What follows belongs to an exercise in optimizing a design on an open flow for small area; a production flow would make more cautious choices.

==> flow/design.v <==
module mul621_fast (input [11:0] x, output [11:0] y);
wire signed [11:0] xx = x;
wire signed [21:0] xs = xx;
wire signed [21:0] a = (xs <<< 3) + xs;
wire signed [21:0] p = (a <<< 6) + (a <<< 2) + a;
assign y = p[21:10];
endmodule
module add_sh_hyb6 #(parameter J = 1) (input [11:0] a, input [11:0] b, input neg, output [11:0] y);
localparam N = 12 - J;
wire [11:0] x = (b >> J) ^ {12{neg}};    
wire [N:0] c;
assign c[0] = neg;
genvar i;
generate for (i = 0; i < N; i = i + 1) begin : g
  assign y[i] = a[i] ^ x[i] ^ c[i];
  assign c[i+1] = (a[i] & x[i]) | (c[i] & (a[i] | x[i]));
end endgenerate
wire k = b[11] ^ neg;      
wire chg = k ^ c[N];       
wire [J:0] run;
assign run[0] = chg;
generate for (i = 0; i < J; i = i + 1) begin : h
  assign y[N+i] = a[N+i] ^ run[i];
  assign run[i+1] = run[i] & (a[N+i] ^ ~c[N]);
end endgenerate
endmodule
module add_sh_hybn #(parameter J = 1, parameter N = 11) (input [11:0] a, input [11:0] b, input neg, output [11:0] y);
localparam M = 12 - N;
wire signed [11:0] bs = b;
wire signed [11:0] sh = bs >>> J;
wire [11:0] x = sh ^ {12{neg}};
wire [N:0] c;
assign c[0] = neg;
genvar i;
generate for (i = 0; i < N; i = i + 1) begin : g
  assign y[i] = a[i] ^ x[i] ^ c[i];
  assign c[i+1] = (a[i] & x[i]) | (c[i] & (a[i] | x[i]));
end endgenerate
wire k = b[11] ^ neg;      
wire chg = k ^ c[N];       
wire [M:0] run;
assign run[0] = chg;
generate for (i = 0; i < M; i = i + 1) begin : h
  assign y[N+i] = a[N+i] ^ run[i];
  assign run[i+1] = run[i] & (a[N+i] ^ ~c[N]);
end endgenerate
endmodule
module cordic_pipe_rtl( clock, reset, ce, angle_in, sin_out, cos_out, valid_out );
input clock, reset, ce;
input [11:0] angle_in;
output [11:0] sin_out, cos_out;
output valid_out;
reg [3:0] vcnt;
always @(posedge clock) if (reset) vcnt <= 4'd0; else if (ce && vcnt != 4'd15) vcnt <= vcnt + 4'd1;
assign valid_out = (vcnt == 4'd15);
reg signed [11:0] r0;
always @(posedge clock) if (ce) r0 <= angle_in;
wire d0 = r0 > 12'sd0;
wire d1 = d0 ? (r0 > 12'sd804) : (r0 > -12'sd804);
reg d2, d3;
always @* case ({d0,d1})
  2'b11: d2 = r0 > 12'sd1279; 2'b10: d2 = r0 > 12'sd329; 2'b01: d2 = r0 > -12'sd329; default: d2 = r0 > -12'sd1279;
endcase
always @* case ({d0,d1,d2})
  3'b111: d3 = r0 > 12'sd1530; 3'b110: d3 = r0 > 12'sd1028; 3'b101: d3 = r0 > 12'sd580;  3'b100: d3 = r0 > 12'sd78;
  3'b011: d3 = r0 > -12'sd78;  3'b010: d3 = r0 > -12'sd580; 3'b001: d3 = r0 > -12'sd1028; default: d3 = r0 > -12'sd1530;
endcase
reg [15:0] r1;
always @(posedge clock) if (ce) r1 <= {d0, d1, d2, d3, r0};
wire signed [12:0] t4;    
wire [15:0] t4_b0 = 16'h0000;
assign t4[0] = t4_b0[r1[15:12]];
wire [15:0] t4_b1 = 16'h9696;
assign t4[1] = t4_b1[r1[15:12]];
wire [15:0] t4_b2 = 16'he8e8;
assign t4[2] = t4_b2[r1[15:12]];
wire [15:0] t4_b3 = 16'h3cc3;
assign t4[3] = t4_b3[r1[15:12]];
wire [15:0] t4_b4 = 16'h3f03;
assign t4[4] = t4_b4[r1[15:12]];
wire [15:0] t4_b5 = 16'h3f03;
assign t4[5] = t4_b5[r1[15:12]];
wire [15:0] t4_b6 = 16'h30f3;
assign t4[6] = t4_b6[r1[15:12]];
wire [15:0] t4_b7 = 16'h3f03;
assign t4[7] = t4_b7[r1[15:12]];
wire [15:0] t4_b8 = 16'h6a56;
assign t4[8] = t4_b8[r1[15:12]];
wire [15:0] t4_b9 = 16'he631;
assign t4[9] = t4_b9[r1[15:12]];
wire [15:0] t4_b10 = 16'h1e0f;
assign t4[10] = t4_b10[r1[15:12]];
wire [15:0] t4_b11 = 16'hfe00;
assign t4[11] = t4_b11[r1[15:12]];
wire [15:0] t4_b12 = 16'hfe00;
assign t4[12] = t4_b12[r1[15:12]];
wire signed [11:0] q1 = r1[11:0];
wire signed [12:0] y4 = q1 + t4;
wire [6:0] v = y4[12] ? 7'd0 : (y4[11:8] != 4'd0) ? 7'd127 : y4[7:1];
reg [10:0] r2;
always @(posedge clock) if (ce) r2 <= {r1[15:12], v};
reg [10:0] r3;
always @(posedge clock) if (ce) r3 <= r2;
reg [10:0] r4;
always @(posedge clock) if (ce) r4 <= r3;
reg [10:0] r5;
always @(posedge clock) if (ce) r5 <= r4;
reg [10:0] r6;
always @(posedge clock) if (ce) r6 <= r5;
reg [10:0] r7;
always @(posedge clock) if (ce) r7 <= r6;
reg [10:0] r8;
always @(posedge clock) if (ce) r8 <= r7;
reg [10:0] r9;
always @(posedge clock) if (ce) r9 <= r8;
wire [11:0] sl1, cl2;   
wire [63:0] sl1_b0 = 64'hf00ffffffffff00f;
assign sl1[0] = sl1_b0[r9[10:5]];
wire [63:0] sl1_b1 = 64'h0550c0033ffcfaaf;
assign sl1[1] = sl1_b1[r9[10:5]];
wire [63:0] sl1_b2 = 64'hbd24987cc1e6de12;
assign sl1[2] = sl1_b2[r9[10:5]];
wire [63:0] sl1_b3 = 64'h0f7168aaaae9704f;
assign sl1[3] = sl1_b3[r9[10:5]];
wire [63:0] sl1_b4 = 64'h74ae583333e58bd1;
assign sl1[4] = sl1_b4[r9[10:5]];
wire [63:0] sl1_b5 = 64'h069f929696b6069f;
assign sl1[5] = sl1_b5[r9[10:5]];
wire [63:0] sl1_b6 = 64'h072a498e8e6dab1f;
assign sl1[6] = sl1_b6[r9[10:5]];
wire [63:0] sl1_b7 = 64'hf83392d4d4b633e0;
assign sl1[7] = sl1_b7[r9[10:5]];
wire [63:0] sl1_b8 = 64'h003c1ce718c7c3ff;
assign sl1[8] = sl1_b8[r9[10:5]];
wire [63:0] sl1_b9 = 64'hffc01f071f07fc00;
assign sl1[9] = sl1_b9[r9[10:5]];
wire [63:0] sl1_b10 = 64'hffffe0071ff80000;
assign sl1[10] = sl1_b10[r9[10:5]];
wire [63:0] sl1_b11 = 64'h000000071fffffff;
assign sl1[11] = sl1_b11[r9[10:5]];
wire [63:0] cl2_b0 = 64'hfffff00f0ff00000;
assign cl2[0] = cl2_b0[r9[10:5]];
wire [63:0] cl2_b1 = 64'hc0030aa0a00a6aa9;
assign cl2[1] = cl2_b1[r9[10:5]];
wire [63:0] cl2_b2 = 64'h3e1924bdbd24187e;
assign cl2[2] = cl2_b2[r9[10:5]];
wire [63:0] cl2_b3 = 64'h55168ef00f71e8aa;
assign cl2[3] = cl2_b3[r9[10:5]];
wire [63:0] cl2_b4 = 64'hcc1a752e74ae5833;
assign cl2[4] = cl2_b4[r9[10:5]];
wire [63:0] cl2_b5 = 64'h6949f960069f9296;
assign cl2[5] = cl2_b5[r9[10:5]];
wire [63:0] cl2_b6 = 64'h719254e0072a498e;
assign cl2[6] = cl2_b6[r9[10:5]];
wire [63:0] cl2_b7 = 64'h2b49cc1ff83392d4;
assign cl2[7] = cl2_b7[r9[10:5]];
wire [63:0] cl2_b8 = 64'he7383c00003c1ce7;
assign cl2[8] = cl2_b8[r9[10:5]];
wire [63:0] cl2_b9 = 64'he0f803ffffc01f07;
assign cl2[9] = cl2_b9[r9[10:5]];
wire [63:0] cl2_b10 = 64'he007ffffffffe007;
assign cl2[10] = cl2_b10[r9[10:5]];
wire [63:0] cl2_b11 = 64'he000000000000007;
assign cl2[11] = cl2_b11[r9[10:5]];
wire [11:0] s3, c4;   
add_sh_hyb6 #(6) u_s3 (.a(sl1), .b(cl2), .neg(~r9[4]), .y(s3));
add_sh_hyb6 #(6) u_c4 (.a(cl2), .b(sl1), .neg(r9[4]), .y(c4));
reg [11:0] rs10, rc10;
reg [3:0] rd10;
always @(posedge clock) if (ce) begin rs10 <= s3; rc10 <= c4; rd10 <= r9[3:0]; end
wire [11:0] s5, c6;   
add_sh_hybn #(7, 10) u_s5 (.a(rs10), .b(rc10), .neg(~rd10[3]), .y(s5));
add_sh_hybn #(7, 10) u_c6 (.a(rc10), .b(rs10), .neg(rd10[3]), .y(c6));
reg [11:0] rs11, rc11;
reg [2:0] rd11;
always @(posedge clock) if (ce) begin rs11 <= s5; rc11 <= c6; rd11 <= rd10[2:0]; end
wire [11:0] s7, c8;   
add_sh_hybn #(8, 10) u_s7 (.a(rs11), .b(rc11), .neg(~rd11[2]), .y(s7));
add_sh_hybn #(8, 10) u_c8 (.a(rc11), .b(rs11), .neg(rd11[2]), .y(c8));
reg [11:0] rs12, rc12;
reg [1:0] rd12;
always @(posedge clock) if (ce) begin rs12 <= s7; rc12 <= c8; rd12 <= rd11[1:0]; end
wire [11:0] s9, c10;   
add_sh_hyb6 #(9) u_s9 (.a(rs12), .b(rc12), .neg(~rd12[1]), .y(s9));
add_sh_hyb6 #(9) u_c10 (.a(rc12), .b(rs12), .neg(rd12[1]), .y(c10));
wire [11:0] s11, c12;   
add_sh_hyb6 #(10) u_s11 (.a(s9), .b(c10), .neg(~rd12[0]), .y(s11));
add_sh_hyb6 #(10) u_c12 (.a(c10), .b(s9), .neg(rd12[0]), .y(c12));
reg [11:0] rs13, rc13;
always @(posedge clock) if (ce) begin rs13 <= s11; rc13 <= c12; end
wire [11:0] ms13, mc14;
mul621_fast u_ms13 (.x(rs13), .y(ms13));
mul621_fast u_mc14 (.x(rc13), .y(mc14));
reg [11:0] rs14, rc14;
always @(posedge clock) if (ce) begin rs14 <= ms13; rc14 <= mc14; end
assign sin_out = rs14;
assign cos_out = rc14;
endmodule
clock: 5.0 ns
lec_check: 0
abc_area: 1
cap_margin: 20
core_margin: 2
core_utilization: 60
slew_margin: 20
standard.sh (not shown) runs the stock make flow with config.mk's settings and CLKGATE_MAP_FILE= SYNTH_SCRIPT=/design/flow/synth_recipe.tcl, a recipe that flattens the netlist after the stock synthesis.
==> flow/flow/run.sh <==
#!/bin/bash
# Layout flow: the standard ORFS flow (standard.sh) with
#  - synthesis without the generic ABC pass that yosys's synth runs before full-adder
#    extraction (registers are unchanged; only the combinational mapping differs),
#  - a smaller clock tree: no dummy loads, clkbuf_8 leaf buffers, clusters of at most 16 sinks,
#  - buf_1 cells as the port buffers.
# Each tool's output goes to standard.log in this folder.
set -o pipefail
export SYNTH_ARGS="-noabc"
export CTS_ARGS="-sink_clustering_enable -repair_clock_nets -dont_use_dummy_load -buf_list sky130_fd_sc_hd__clkbuf_8 -sink_clustering_size 16 -sink_clustering_max_diameter 60"
export BUFFER_PORTS_ARGS="-buffer_cell sky130_fd_sc_hd__buf_1"
bash standard.sh > standard.log 2>&1
The starting point ran to the end with violations: negative setup slack.
Edit:
--- a/flow/design.v
+++ b/flow/design.v
@@ -166,20 +166,20 @@
 add_sh_hyb6 #(6) u_s3 (.a(sl1), .b(cl2), .neg(~r9[4]), .y(s3));
 add_sh_hyb6 #(6) u_c4 (.a(cl2), .b(sl1), .neg(r9[4]), .y(c4));
 reg [11:0] rs10, rc10;
 reg [3:0] rd10;
 always @(posedge clock) if (ce) begin rs10 <= s3; rc10 <= c4; rd10 <= r9[3:0]; end
 wire [11:0] s5, c6;   
-add_sh_hybn #(7, 10) u_s5 (.a(rs10), .b(rc10), .neg(~rd10[3]), .y(s5));
-add_sh_hybn #(7, 10) u_c6 (.a(rc10), .b(rs10), .neg(rd10[3]), .y(c6));
+add_sh_hybn #(7, 8) u_s5 (.a(rs10), .b(rc10), .neg(~rd10[3]), .y(s5));
+add_sh_hybn #(7, 8) u_c6 (.a(rc10), .b(rs10), .neg(rd10[3]), .y(c6));
 reg [11:0] rs11, rc11;
 reg [2:0] rd11;
 always @(posedge clock) if (ce) begin rs11 <= s5; rc11 <= c6; rd11 <= rd10[2:0]; end
 wire [11:0] s7, c8;   
-add_sh_hybn #(8, 10) u_s7 (.a(rs11), .b(rc11), .neg(~rd11[2]), .y(s7));
-add_sh_hybn #(8, 10) u_c8 (.a(rc11), .b(rs11), .neg(rd11[2]), .y(c8));
+add_sh_hybn #(8, 8) u_s7 (.a(rs11), .b(rc11), .neg(~rd11[2]), .y(s7));
+add_sh_hybn #(8, 8) u_c8 (.a(rc11), .b(rs11), .neg(rd11[2]), .y(c8));
 reg [11:0] rs12, rc12;
 reg [1:0] rd12;
 always @(posedge clock) if (ce) begin rs12 <= s7; rc12 <= c8; rd12 <= rd11[1:0]; end
 wire [11:0] s9, c10;   
 add_sh_hyb6 #(9) u_s9 (.a(rs12), .b(rc12), .neg(~rd12[1]), .y(s9));
 add_sh_hyb6 #(9) u_c10 (.a(rc12), .b(rs12), .neg(rd12[1]), .y(c10));
With this change the flow passed the timing, DRC and antenna checks.
Synthesized cell count is higher by 1.4%.
Final cell count drops by 0.66%.
Wire length came out lower by 5.7%.
Die area is higher by 0.78%.
Sequential share of layout area increases by 0.65 points.
Synthesized area climbs by 0.79%.
Setup slack gets better by 0.20 ns.
Design area drops by 1.6%.
Register-to-register slack is better by 0.20 ns.
Clock-buffer cell count climbs by 1.
Core utilization goes down by 1.3 points.
Global-route usage is lower by 1.2 points.
No run of this note included a check of the RTL's function; only the layout flow was run.

port drivers added, routing unchanged:
How much do the figures lean on ideal ports? The routed layouts below were timed once more, with nothing changed but the port constraints. Step 1 sets driving cells, clkbuf_16 on the clock port and buf_2 on the other inputs (assumed; they add their load-dependent delay and slew). Step 2, shift: input delay + t, output delay - t, t = (earliest + latest rising clock arrival at the registers) / 2. This alone moves slack from input paths to output paths. Slacks: ideal / step 1 / step 2; pairs: ideal / step 1.
run | t, ns | setup WS [ns] | clock arrival spread, ns | pins driven straight from the clock port
the first run | 0.583 | -0.017 / -0.017 / -0.017 | 0.086 / 0.087 | 1
the second run | 0.587 | 0.182 / 0.182 / 0.182 | 0.093 / 0.093 | 1
